Source: an optimization exercise on an open RTL-to-GDS flow (aim: small area, a short achievable clock period and few clock cycles per item). Production flows keep margins and buffers that such runs may drop.
Where RTL was checked, it was by simulation tests only, not by an equivalence proof against the original.
Only the layout flow was run in run 2; the RTL was not checked for function there.
Power and IR drop assume default switching activity.

==> flow/design.v, too long to show whole: its modules and the start of the top module <==
// module CONV: 1248 lines
module CONV (
  output logic        busy,
  output logic [11:0] iaddr,
  output logic        cwr,
  output logic [11:0] caddr_wr,
  output logic [19:0] cdata_wr,
  output logic        crd,
  output logic [11:0] caddr_rd,
  output logic [ 2:0] csel,
  input               clk,
  input               reset,
  input        [19:0] idata,
  input        [19:0] cdata_rd,
  input               ready
);
  // ...
==> flow/run.sh <==
#!/bin/bash
# synth_recipe.tcl (not shown) runs the flow's synth.tcl, then flattens the netlist and writes it again
# the make line also repeats each setting of config.mk as NAME=value (left out here)
make -C /OpenROAD-flow-scripts/flow DESIGN_CONFIG=/design/flow/config.mk WORK_HOME=/design/flow/orfs CLKGATE_MAP_FILE= SYNTH_SCRIPT=/design/flow/synth_recipe.tcl finish
==> flow/config.mk <==
export PLATFORM = sky130hd
export DESIGN_NAME = CONV
export DESIGN_NICKNAME = CONV
export VERILOG_FILES = /design/flow/design.v
export SDC_FILE = /design/flow/constraint.sdc
export NUM_CORES = 4
export LEC_CHECK = 0
export CAP_MARGIN = 20
export CORE_MARGIN = 2
export CORE_UTILIZATION = 55
export PLACE_DENSITY = 0.72
export SETUP_SLACK_MARGIN = 5
export SLEW_MARGIN = 20
export TNS_END_PERCENT = 100
==> flow/constraint.sdc <==
create_clock -name core_clock -period 9.5 [get_ports {clk}]
set_input_delay 1.9000 -clock core_clock [delete_from_list [all_inputs] [get_ports {clk}]]
set_output_delay 1.9000 -clock core_clock [all_outputs]
set_load 0.01 [all_outputs]
==> impl_metrics.toml, run 1 <==
[outcome]
outcome = "timing/DRC/antenna clean"

[floorplan]
tap_cells = 672
start_util = 0.5557
io_pins = 105

[logic_synthesis]
yosys.area_share.adder = 0.3125
synth_compound_area_frac = 0.1489
muxShareOfSynthArea = 0.04722
ys_seq_elements = 394
synth_area_sq_um = 27770
synth_cell_types = 80
async_flop_share = 0.06599

[finish]
buf_share = 0.03893
final_nets = 3330
final-clk-cell-share = 0.05104
layout-drive-gt1-share = 0.06911

[worst_setup_path]
reg2reg_to = "C1[19]"
critPathBufInv = 4
path_max_fanout = 58
crit_top_cell = "fa_1"
cp_slowest_cell = "fa_1"

[sta]
slew_viol_final = 0
tns_ns = 0

[route]
wl_per_cell_um = 22.21
route.met3.wl_um = 8278
top_layer = "met5"

[power]
power_density_nw_per_um2 = 223.3
switchingPower_w = 0.002556

[placement]
place_congestion = 0.9455
place_area_sq_um = 29110

[global_route]
grt_overflow = 0
grt_max_degree = 83

[hold_path]
hold_end = "r2[0]"
hp-start = "r2[2]"

[clock_network]
clockBufferDepth = 3
numCtsBuffers = 46
cts_tree = "built"
ctsHtreeMaxLevel = 2
Testbench counts, summed over its fixed seeds: cycles 147,528, images 12.
==> inputs of run 2 (changes only) <==
--- a/flow/design.v
+++ b/flow/design.v
@@ -1221,18 +1221,191 @@
   always_ff @(posedge clk) begin
     S0 <= ns0;
     C0 <= nc0;
     S1 <= ns1;
     C1 <= nc1;
     S2 <= ns2;
     C2 <= nc2;
   end
-  logic [37:0] A2sum;
-  assign A2sum = S2 + C2;
+  wire [37:0] A2sum_g0 = S2 & C2;
+  wire [37:0] A2sum_p0 = S2 ^ C2;
+  wire A2sum_cg0 = A2sum_g0[1] | (A2sum_p0[1] & A2sum_g0[0]);
+  wire A2sum_cp0 = A2sum_p0[1] & A2sum_p0[0];
+  wire A2sum_cg1 = A2sum_g0[3] | (A2sum_p0[3] & A2sum_g0[2]);
+  wire A2sum_cp1 = A2sum_p0[3] & A2sum_p0[2];
+  wire A2sum_cg2 = A2sum_g0[5] | (A2sum_p0[5] & A2sum_g0[4]);
+  wire A2sum_cp2 = A2sum_p0[5] & A2sum_p0[4];
+  wire A2sum_cg3 = A2sum_g0[7] | (A2sum_p0[7] & A2sum_g0[6]);
+  wire A2sum_cp3 = A2sum_p0[7] & A2sum_p0[6];
+  wire A2sum_cg4 = A2sum_g0[9] | (A2sum_p0[9] & A2sum_g0[8]);
+  wire A2sum_cp4 = A2sum_p0[9] & A2sum_p0[8];
+  wire A2sum_cg5 = A2sum_g0[11] | (A2sum_p0[11] & A2sum_g0[10]);
+  wire A2sum_cp5 = A2sum_p0[11] & A2sum_p0[10];
+  wire A2sum_cg6 = A2sum_g0[13] | (A2sum_p0[13] & A2sum_g0[12]);
+  wire A2sum_cp6 = A2sum_p0[13] & A2sum_p0[12];
+  wire A2sum_cg7 = A2sum_g0[15] | (A2sum_p0[15] & A2sum_g0[14]);
+  wire A2sum_cp7 = A2sum_p0[15] & A2sum_p0[14];
+  wire A2sum_cg8 = A2sum_g0[17] | (A2sum_p0[17] & A2sum_g0[16]);
+  wire A2sum_cp8 = A2sum_p0[17] & A2sum_p0[16];
+  wire A2sum_cg9 = A2sum_g0[19] | (A2sum_p0[19] & A2sum_g0[18]);
+  wire A2sum_cp9 = A2sum_p0[19] & A2sum_p0[18];
+  wire A2sum_cg10 = A2sum_g0[21] | (A2sum_p0[21] & A2sum_g0[20]);
+  wire A2sum_cp10 = A2sum_p0[21] & A2sum_p0[20];
+  wire A2sum_cg11 = A2sum_g0[23] | (A2sum_p0[23] & A2sum_g0[22]);
+  wire A2sum_cp11 = A2sum_p0[23] & A2sum_p0[22];
+  wire A2sum_cg12 = A2sum_g0[25] | (A2sum_p0[25] & A2sum_g0[24]);
+  wire A2sum_cp12 = A2sum_p0[25] & A2sum_p0[24];
+  wire A2sum_cg13 = A2sum_g0[27] | (A2sum_p0[27] & A2sum_g0[26]);
+  wire A2sum_cp13 = A2sum_p0[27] & A2sum_p0[26];
+  wire A2sum_cg14 = A2sum_g0[29] | (A2sum_p0[29] & A2sum_g0[28]);
+  wire A2sum_cp14 = A2sum_p0[29] & A2sum_p0[28];
+  wire A2sum_cg15 = A2sum_g0[31] | (A2sum_p0[31] & A2sum_g0[30]);
+  wire A2sum_cp15 = A2sum_p0[31] & A2sum_p0[30];
+  wire A2sum_cg16 = A2sum_g0[33] | (A2sum_p0[33] & A2sum_g0[32]);
+  wire A2sum_cp16 = A2sum_p0[33] & A2sum_p0[32];
+  wire A2sum_cg17 = A2sum_g0[35] | (A2sum_p0[35] & A2sum_g0[34]);
+  wire A2sum_cp17 = A2sum_p0[35] & A2sum_p0[34];
+  wire A2sum_cg18 = A2sum_g0[37] | (A2sum_p0[37] & A2sum_g0[36]);
+  wire A2sum_cp18 = A2sum_p0[37] & A2sum_p0[36];
+  wire A2sum_cg19 = A2sum_cg1 | (A2sum_cp1 & A2sum_cg0);
+  wire A2sum_cp19 = A2sum_cp1 & A2sum_cp0;
+  wire A2sum_cg20 = A2sum_cg3 | (A2sum_cp3 & A2sum_cg2);
+  wire A2sum_cp20 = A2sum_cp3 & A2sum_cp2;
+  wire A2sum_cg21 = A2sum_cg5 | (A2sum_cp5 & A2sum_cg4);
+  wire A2sum_cp21 = A2sum_cp5 & A2sum_cp4;
+  wire A2sum_cg22 = A2sum_cg7 | (A2sum_cp7 & A2sum_cg6);
+  wire A2sum_cp22 = A2sum_cp7 & A2sum_cp6;
+  wire A2sum_cg23 = A2sum_cg9 | (A2sum_cp9 & A2sum_cg8);
+  wire A2sum_cp23 = A2sum_cp9 & A2sum_cp8;
+  wire A2sum_cg24 = A2sum_cg11 | (A2sum_cp11 & A2sum_cg10);
+  wire A2sum_cp24 = A2sum_cp11 & A2sum_cp10;
+  wire A2sum_cg25 = A2sum_cg13 | (A2sum_cp13 & A2sum_cg12);
+  wire A2sum_cp25 = A2sum_cp13 & A2sum_cp12;
+  wire A2sum_cg26 = A2sum_cg15 | (A2sum_cp15 & A2sum_cg14);
+  wire A2sum_cp26 = A2sum_cp15 & A2sum_cp14;
+  wire A2sum_cg27 = A2sum_cg17 | (A2sum_cp17 & A2sum_cg16);
+  wire A2sum_cp27 = A2sum_cp17 & A2sum_cp16;
+  wire A2sum_cg28 = A2sum_cg20 | (A2sum_cp20 & A2sum_cg19);
+  wire A2sum_cp28 = A2sum_cp20 & A2sum_cp19;
+  wire A2sum_cg29 = A2sum_cg22 | (A2sum_cp22 & A2sum_cg21);
+  wire A2sum_cp29 = A2sum_cp22 & A2sum_cp21;
+  wire A2sum_cg30 = A2sum_cg24 | (A2sum_cp24 & A2sum_cg23);
+  wire A2sum_cp30 = A2sum_cp24 & A2sum_cp23;
+  wire A2sum_cg31 = A2sum_cg26 | (A2sum_cp26 & A2sum_cg25);
+  wire A2sum_cp31 = A2sum_cp26 & A2sum_cp25;
+  wire A2sum_cg32 = A2sum_cg29 | (A2sum_cp29 & A2sum_cg28);
+  wire A2sum_cp32 = A2sum_cp29 & A2sum_cp28;
+  wire A2sum_cg33 = A2sum_cg31 | (A2sum_cp31 & A2sum_cg30);
+  wire A2sum_cp33 = A2sum_cp31 & A2sum_cp30;
+  wire A2sum_cg34 = A2sum_cg33 | (A2sum_cp33 & A2sum_cg32);
+  wire A2sum_cp34 = A2sum_cp33 & A2sum_cp32;
+  wire A2sum_cg35 = A2sum_cg30 | (A2sum_cp30 & A2sum_cg32);
+  wire A2sum_cp35 = A2sum_cp30 & A2sum_cp32;
+  wire A2sum_cg36 = A2sum_cg21 | (A2sum_cp21 & A2sum_cg28);
+  wire A2sum_cp36 = A2sum_cp21 & A2sum_cp28;
+  wire A2sum_cg37 = A2sum_cg23 | (A2sum_cp23 & A2sum_cg32);
+  wire A2sum_cp37 = A2sum_cp23 & A2sum_cp32;
+  wire A2sum_cg38 = A2sum_cg25 | (A2sum_cp25 & A2sum_cg35);
+  wire A2sum_cp38 = A2sum_cp25 & A2sum_cp35;
+  wire A2sum_cg39 = A2sum_cg27 | (A2sum_cp27 & A2sum_cg34);
+  wire A2sum_cp39 = A2sum_cp27 & A2sum_cp34;
+  wire A2sum_cg40 = A2sum_cg2 | (A2sum_cp2 & A2sum_cg19);
+  wire A2sum_cp40 = A2sum_cp2 & A2sum_cp19;
+  wire A2sum_cg41 = A2sum_cg4 | (A2sum_cp4 & A2sum_cg28);
+  wire A2sum_cp41 = A2sum_cp4 & A2sum_cp28;
+  wire A2sum_cg42 = A2sum_cg6 | (A2sum_cp6 & A2sum_cg36);
+  wire A2sum_cp42 = A2sum_cp6 & A2sum_cp36;
+  wire A2sum_cg43 = A2sum_cg8 | (A2sum_cp8 & A2sum_cg32);
+  wire A2sum_cp43 = A2sum_cp8 & A2sum_cp32;
+  wire A2sum_cg44 = A2sum_cg10 | (A2sum_cp10 & A2sum_cg37);
+  wire A2sum_cp44 = A2sum_cp10 & A2sum_cp37;
+  wire A2sum_cg45 = A2sum_cg12 | (A2sum_cp12 & A2sum_cg35);
+  wire A2sum_cp45 = A2sum_cp12 & A2sum_cp35;
+  wire A2sum_cg46 = A2sum_cg14 | (A2sum_cp14 & A2sum_cg38);
+  wire A2sum_cp46 = A2sum_cp14 & A2sum_cp38;
+  wire A2sum_cg47 = A2sum_cg16 | (A2sum_cp16 & A2sum_cg34);
+  wire A2sum_cp47 = A2sum_cp16 & A2sum_cp34;
+  wire A2sum_cg48 = A2sum_cg18 | (A2sum_cp18 & A2sum_cg39);
+  wire A2sum_cp48 = A2sum_cp18 & A2sum_cp39;
+  wire A2sum_cg49 = A2sum_g0[2] | (A2sum_p0[2] & A2sum_cg0);
+  wire A2sum_cp49 = A2sum_p0[2] & A2sum_cp0;
+  wire A2sum_cg50 = A2sum_g0[4] | (A2sum_p0[4] & A2sum_cg19);
+  wire A2sum_cp50 = A2sum_p0[4] & A2sum_cp19;
+  wire A2sum_cg51 = A2sum_g0[6] | (A2sum_p0[6] & A2sum_cg40);
+  wire A2sum_cp51 = A2sum_p0[6] & A2sum_cp40;
+  wire A2sum_cg52 = A2sum_g0[8] | (A2sum_p0[8] & A2sum_cg28);
+  wire A2sum_cp52 = A2sum_p0[8] & A2sum_cp28;
+  wire A2sum_cg53 = A2sum_g0[10] | (A2sum_p0[10] & A2sum_cg41);
+  wire A2sum_cp53 = A2sum_p0[10] & A2sum_cp41;
+  wire A2sum_cg54 = A2sum_g0[12] | (A2sum_p0[12] & A2sum_cg36);
+  wire A2sum_cp54 = A2sum_p0[12] & A2sum_cp36;
+  wire A2sum_cg55 = A2sum_g0[14] | (A2sum_p0[14] & A2sum_cg42);
+  wire A2sum_cp55 = A2sum_p0[14] & A2sum_cp42;
+  wire A2sum_cg56 = A2sum_g0[16] | (A2sum_p0[16] & A2sum_cg32);
+  wire A2sum_cp56 = A2sum_p0[16] & A2sum_cp32;
+  wire A2sum_cg57 = A2sum_g0[18] | (A2sum_p0[18] & A2sum_cg43);
+  wire A2sum_cp57 = A2sum_p0[18] & A2sum_cp43;
+  wire A2sum_cg58 = A2sum_g0[20] | (A2sum_p0[20] & A2sum_cg37);
+  wire A2sum_cp58 = A2sum_p0[20] & A2sum_cp37;
+  wire A2sum_cg59 = A2sum_g0[22] | (A2sum_p0[22] & A2sum_cg44);
+  wire A2sum_cp59 = A2sum_p0[22] & A2sum_cp44;
+  wire A2sum_cg60 = A2sum_g0[24] | (A2sum_p0[24] & A2sum_cg35);
+  wire A2sum_cp60 = A2sum_p0[24] & A2sum_cp35;
+  wire A2sum_cg61 = A2sum_g0[26] | (A2sum_p0[26] & A2sum_cg45);
+  wire A2sum_cp61 = A2sum_p0[26] & A2sum_cp45;
+  wire A2sum_cg62 = A2sum_g0[28] | (A2sum_p0[28] & A2sum_cg38);
+  wire A2sum_cp62 = A2sum_p0[28] & A2sum_cp38;
+  wire A2sum_cg63 = A2sum_g0[30] | (A2sum_p0[30] & A2sum_cg46);
+  wire A2sum_cp63 = A2sum_p0[30] & A2sum_cp46;
+  wire A2sum_cg64 = A2sum_g0[32] | (A2sum_p0[32] & A2sum_cg34);
+  wire A2sum_cp64 = A2sum_p0[32] & A2sum_cp34;
+  wire A2sum_cg65 = A2sum_g0[34] | (A2sum_p0[34] & A2sum_cg47);
+  wire A2sum_cp65 = A2sum_p0[34] & A2sum_cp47;
+  wire A2sum_cg66 = A2sum_g0[36] | (A2sum_p0[36] & A2sum_cg39);
+  wire A2sum_cp66 = A2sum_p0[36] & A2sum_cp39;
+  wire [37:0] A2sum;
+  assign A2sum[0] = A2sum_p0[0];
+  assign A2sum[1] = A2sum_p0[1] ^ A2sum_g0[0];
+  assign A2sum[2] = A2sum_p0[2] ^ A2sum_cg0;
+  assign A2sum[3] = A2sum_p0[3] ^ A2sum_cg49;
+  assign A2sum[4] = A2sum_p0[4] ^ A2sum_cg19;
+  assign A2sum[5] = A2sum_p0[5] ^ A2sum_cg50;
+  assign A2sum[6] = A2sum_p0[6] ^ A2sum_cg40;
+  assign A2sum[7] = A2sum_p0[7] ^ A2sum_cg51;
+  assign A2sum[8] = A2sum_p0[8] ^ A2sum_cg28;
+  assign A2sum[9] = A2sum_p0[9] ^ A2sum_cg52;
+  assign A2sum[10] = A2sum_p0[10] ^ A2sum_cg41;
+  assign A2sum[11] = A2sum_p0[11] ^ A2sum_cg53;
+  assign A2sum[12] = A2sum_p0[12] ^ A2sum_cg36;
+  assign A2sum[13] = A2sum_p0[13] ^ A2sum_cg54;
+  assign A2sum[14] = A2sum_p0[14] ^ A2sum_cg42;
+  assign A2sum[15] = A2sum_p0[15] ^ A2sum_cg55;
+  assign A2sum[16] = A2sum_p0[16] ^ A2sum_cg32;
+  assign A2sum[17] = A2sum_p0[17] ^ A2sum_cg56;
+  assign A2sum[18] = A2sum_p0[18] ^ A2sum_cg43;
+  assign A2sum[19] = A2sum_p0[19] ^ A2sum_cg57;
+  assign A2sum[20] = A2sum_p0[20] ^ A2sum_cg37;
+  assign A2sum[21] = A2sum_p0[21] ^ A2sum_cg58;
+  assign A2sum[22] = A2sum_p0[22] ^ A2sum_cg44;
+  assign A2sum[23] = A2sum_p0[23] ^ A2sum_cg59;
+  assign A2sum[24] = A2sum_p0[24] ^ A2sum_cg35;
+  assign A2sum[25] = A2sum_p0[25] ^ A2sum_cg60;
+  assign A2sum[26] = A2sum_p0[26] ^ A2sum_cg45;
+  assign A2sum[27] = A2sum_p0[27] ^ A2sum_cg61;
+  assign A2sum[28] = A2sum_p0[28] ^ A2sum_cg38;
+  assign A2sum[29] = A2sum_p0[29] ^ A2sum_cg62;
+  assign A2sum[30] = A2sum_p0[30] ^ A2sum_cg46;
+  assign A2sum[31] = A2sum_p0[31] ^ A2sum_cg63;
+  assign A2sum[32] = A2sum_p0[32] ^ A2sum_cg34;
+  assign A2sum[33] = A2sum_p0[33] ^ A2sum_cg64;
+  assign A2sum[34] = A2sum_p0[34] ^ A2sum_cg47;
+  assign A2sum[35] = A2sum_p0[35] ^ A2sum_cg65;
+  assign A2sum[36] = A2sum_p0[36] ^ A2sum_cg39;
+  assign A2sum[37] = A2sum_p0[37] ^ A2sum_cg66;
   logic [19:0] Y, m, Rd;
   logic [19:0] mb, mx;
   assign mb = e4 ? Y : Rd;
   assign mx = (mb > m) ? mb : m;
   always_ff @(posedge clk) begin
     Rd <= cdata_rd;
     if (r2[0]) Y <= A2sum[37] ? 20'd0 : A2sum[35:16];
     else if (e4) Y <= mx;
==> flow/flow/run.sh (new file) <==
#!/bin/bash
set -euo pipefail
MARGIN=6
sed "s/SETUP_SLACK_MARGIN=[0-9.]*/SETUP_SLACK_MARGIN=$MARGIN/" standard.sh > standard_margin.sh
bash standard_margin.sh > flow.log 2>&1
==> flow/standard.sh (new file) <==
#!/bin/bash
# synth_recipe.tcl (not shown) runs the flow's synth.tcl, then flattens the netlist and writes it again
# the make line also repeats each setting of config.mk as NAME=value (left out here)
make -C /OpenROAD-flow-scripts/flow DESIGN_CONFIG=/design/flow/config.mk WORK_HOME=/design/flow/orfs CLKGATE_MAP_FILE= SYNTH_SCRIPT=/design/flow/synth_recipe.tcl "${@:-finish}"
removed: flow/run.sh
==> impl_metrics.toml, run 2 <==
[outcome]
outcome = "timing/DRC/antenna clean"

[logic_synthesis]
synth_ff_type = "dfxtp_1"
synth.most_common_cell = "inv_1"
avgSynthCellArea_sq_um = 9.952
synth_area_sq_um = 27910
synth_cell_types = 70
async_flop_share = 0.06599
synth-edff-count = 40
synthTopCellsByCount = "inv_1 (431), fa_1 (362), dfxtp_1 (328), nand2_1 (188), clkbuf_1 (151)"
ys_seq_area_frac = 0.3017
yosysTopAreaCellShare = 0.2597
yosys-top-cells-area = "fa_1 (26%), dfxtp_1 (24%), ha_1 (6.1%)"
ys_seq_elements = 394
syn_inst = 2804
synth_top_area_cell = "fa_1"
ys.warnings.count = 1

[clock_network]
numCtsBuffers = 45
clockBufferDepth = 3
cts_tree = "built"
hold_buffers = 0
cts.sinks = 394
ctsHtreeMaxLevel = 2
path_clk_slew_ns = 0.06
clk-insertion-delay-late_ns = 0.59
cts_root_buf = "clkbuf_16"

[global_route]
antenna_found_initial = 2
grt_max_degree = 72
grt_use_total = 0.3102
grt_pass1_vias = 22530
grt_overflow = 0
grt_pass1_wl_um = 127100

[floorplan]
start_util = 0.5562
core_area_sq_um = 50170
die_x_um = 229.3
fp-row-count = 82
die_h_um = 229.3
io_pins = 105
die_area_sq_um = 52560

[worst_setup_path]
reg2reg_slack_ns = 5.98
reg2reg_to = "C1[15]"
worstSetupPathType = "input port to register"
cp_slowest_cell = "ha_4"
worst_setup_path_end_kind = "register"
arrival_ns = 3.99
max_stage_delay_ns = 0.27
crit_path_end = "P3[12]"
reg2reg_depth = 10
critPathRequiredTime_ns = 9.97
crit_chain = "buf_8 > buf_4 > ha_4 > a211oi_2 > o21ai_2 > a31oi_4 > buf_6 > buf_6 > buf_6 > buf_6 > buf_6 > nor3_4 > a21oi_2 > xor2_1 > nor2_1"
cp-start-kind = "input port"
reg2reg_from = "r1[1]"
path_max_fanout = 3
crit_top_cell = "buf_6"
setup.worst_path.start = "idata[1]"

[placement]
io_buffers = 101
place_congestion = 0.9860
place_area_sq_um = 29360
dp_hpwl_um = 59340

[finish]
final_nets = 3394
layout-drive-gt1-share = 0.1218
fillers = 3908
syn2layout_area_growth_pct = 14.58
final_cell_mix = "inv_1 (426), fa_1 (358), dfxtp_1 (306)"
final_util = 0.6373
stdcell_area_sq_um = 31970
layout_commonest_cell = "inv_1"

[power]
p_total_w = 0.006957
switchingPower_w = 0.002607
power_leakage_nw = 14.08
pwr-share-clk = 0.257
power_density_nw_per_um2 = 217.6
pwr-share-seq = 0.371
vdd_drop_max_v = 0.0001541
p_int_w = 0.004350
combPwrFrac = 0.372
switching_share = 0.3748

[route]
via_per_inst = 6.093
via_count = 21710
wl_per_cell_um = 23.02
drc_errors = 0
finalWirelength_um = 82000
dr.pass1.iters = 9
drt_iter0_markers = 2427
ant_nets = 0

[sta]
skew_ns = 0.03246
fmax_ghz = 0.2844
worst_pin_slew_ns = 0.9717
worst_hold_slack_ns = 0.4163
period_needed_ns = 3.516
finalSetupViolations = 0
tns_ns = 0
fin_crit_sh = 0.3702
hold_violations = 0
slew_viol_final = 0
relSlewSlack = 0.3482
rsz0062_at_grt = "true"

[hold_path]
hp-class = "register to register"
min_path_cells = 1

[run]
drv_cap = 0
run 2: changes by cell type in the layout (fill, tap and decap cells not counted), sizes merged, moves of 14 or more:
| cell | previous run | this run |
|---|---|---|
| inv | 449 | 433 |
| buf | 24 | 91 |
| nor3 | 29 | 14 |
| fa | 346 | 362 |
| a22oi | 75 | 61 |
| o22ai | 69 | 32 |
| o311ai | 1 | 20 |
| nor2 | 128 | 142 |
| clkdlybuf4s50 | 101 | 86 |
| nand2 | 205 | 188 |
| nor2b | 37 | 52 |
run 2: worst min path at each step:
| stage | from | to | slack [ns] |
|---|---|---|---|
| 4_1_cts | r2[2] | r2[0] | 0.42 |
| 3_5_place_dp | r2[2] | r2[0] | 0.41 |
| 3_3_place_gp | r2[2] | r2[0] | 0.39 |
| 6_report | r2[2] | r2[0] | 0.42 |
| 5_1_grt | r2[1] | r2[2] | 0.46 |
| 2_1_floorplan | r2[2] | r2[0] | 0.39 |
run 2: final cells by class:
cell class	instances	area, sq um	share of cell area
clock buffer	62	1270	0.03972
antenna	1	2.502	0.00007826
timing repair buffer	189	1873	0.05858
tap	672	840.8	0.02630
multi-input combinational	1786	17600	0.5506
sequential	394	8464	0.2647
clock inverter	20	227.7	0.007122
inverter	437	1687	0.05275
timing repair inverter	1	5.005	0.0001565
run 2: repair_timing:
| action | 4_1_cts | 5_1_grt |
|---|---|---|
| hold endpoints to repair | 0 | 0 |
| setup endpoints to repair | 169 | 110 |
| buffers inserted | 35 | 15 |
| resized for setup | 117 | 96 |
| gates cloned | 2 | 4 |
| pin swaps | 36 | 23 |
run 2: stage by stage:
stage / std cells / setup WS, ns
floorplan: 2805 / 5.658
global placement: 3422 / 4.900
detailed placement: 3423 / 4.681
CTS: 3542 / 5.918
global route: 3561 / 5.863
finish: 3562 / 5.984
run 2: power by group through the flow:
stage                     sequential, W  clock, W  combinational [W]
after floorplan                 0.00236         0            0.00185
after global placement          0.00257         0            0.00219
after detailed placement        0.00258         0            0.00235
after CTS                       0.00255   0.00181            0.00246
after global routing            0.00261   0.00188            0.00297
final                           0.00258   0.00179            0.00259
run 2: cell families after synthesis:
| logic type | after synthesis | synth area share |
|---|---|---|
| AOI/OAI and AO/OA | 596 | 0.1468 |
| xor gates and xnor gates | 44 | 0.01381 |
| adders and majority gates | 497 | 0.3202 |
| buffers and inverters | 627 | 0.08635 |
| DFF | 394 | 0.3017 |
| muxes | 110 | 0.04188 |
| other | 2 | 0.0002691 |
| and+or+nand+nor | 534 | 0.08900 |
run 2: routing by layer:
| metal | wire (um) | GRT usage |
|---|---|---|
| met3 | 8411 | 0.06648 |
| met5 | 0 | 0 |
| met2 | 37170 | 0.4870 |
| met1 | 33340 | 0.4271 |
| met4 | 3073 | 0.1094 |
run 2: worst max-delay path: cells and delay by family:
kind	cells	cell delay [ns]
AND/OR/NAND/NOR	2	0.27
XOR/XNOR	1	0.18
AO/OA/AOI/OAI	4	0.56
adder cells (fa/ha/maj)	1	0.27
buffers and inverters	7	0.78

==> re-timing with driven ports <==
The results above use ideal ports. As a check the final layouts listed here were re-extracted and re-timed, cells and wires unchanged. Step 1 (the two cells are an assumption about what drives the block):
set clk [get_ports {clk}]
set_driving_cell -lib_cell sky130_fd_sc_hd__clkbuf_16 $clk
set_driving_cell -lib_cell sky130_fd_sc_hd__buf_2 [delete_from_list [all_inputs] $clk]
Step 2, shift: input delay + t, output delay - t, t = (earliest + latest rising clock arrival at the registers) / 2. This alone moves slack from input paths to output paths. Three values: ideal, step 1, step 2; two values: the first two.
| run | t, ns | setup WS [ns] | hold slack, ns | clock arrival spread, ns | slew at the worst register clock pin (ns) |
|---|---|---|---|---|---|
| run 1 | 0.657 | 5.183 / 5.183 / 4.595 | 0.431 / 0.431 / 0.431 | 0.019 / 0.019 | 0.07 / 0.07 |
| run 2 | 0.637 | 5.983 / 5.959 / 5.367 | 0.416 / 0.416 / 0.416 | 0.033 / 0.033 | 0.07 / 0.07 |
After both steps setup and hold are still met in every run listed. The setup slack of run 2, which loses most, moves by -0.024 ns with the drivers and by -0.616 ns with both steps.
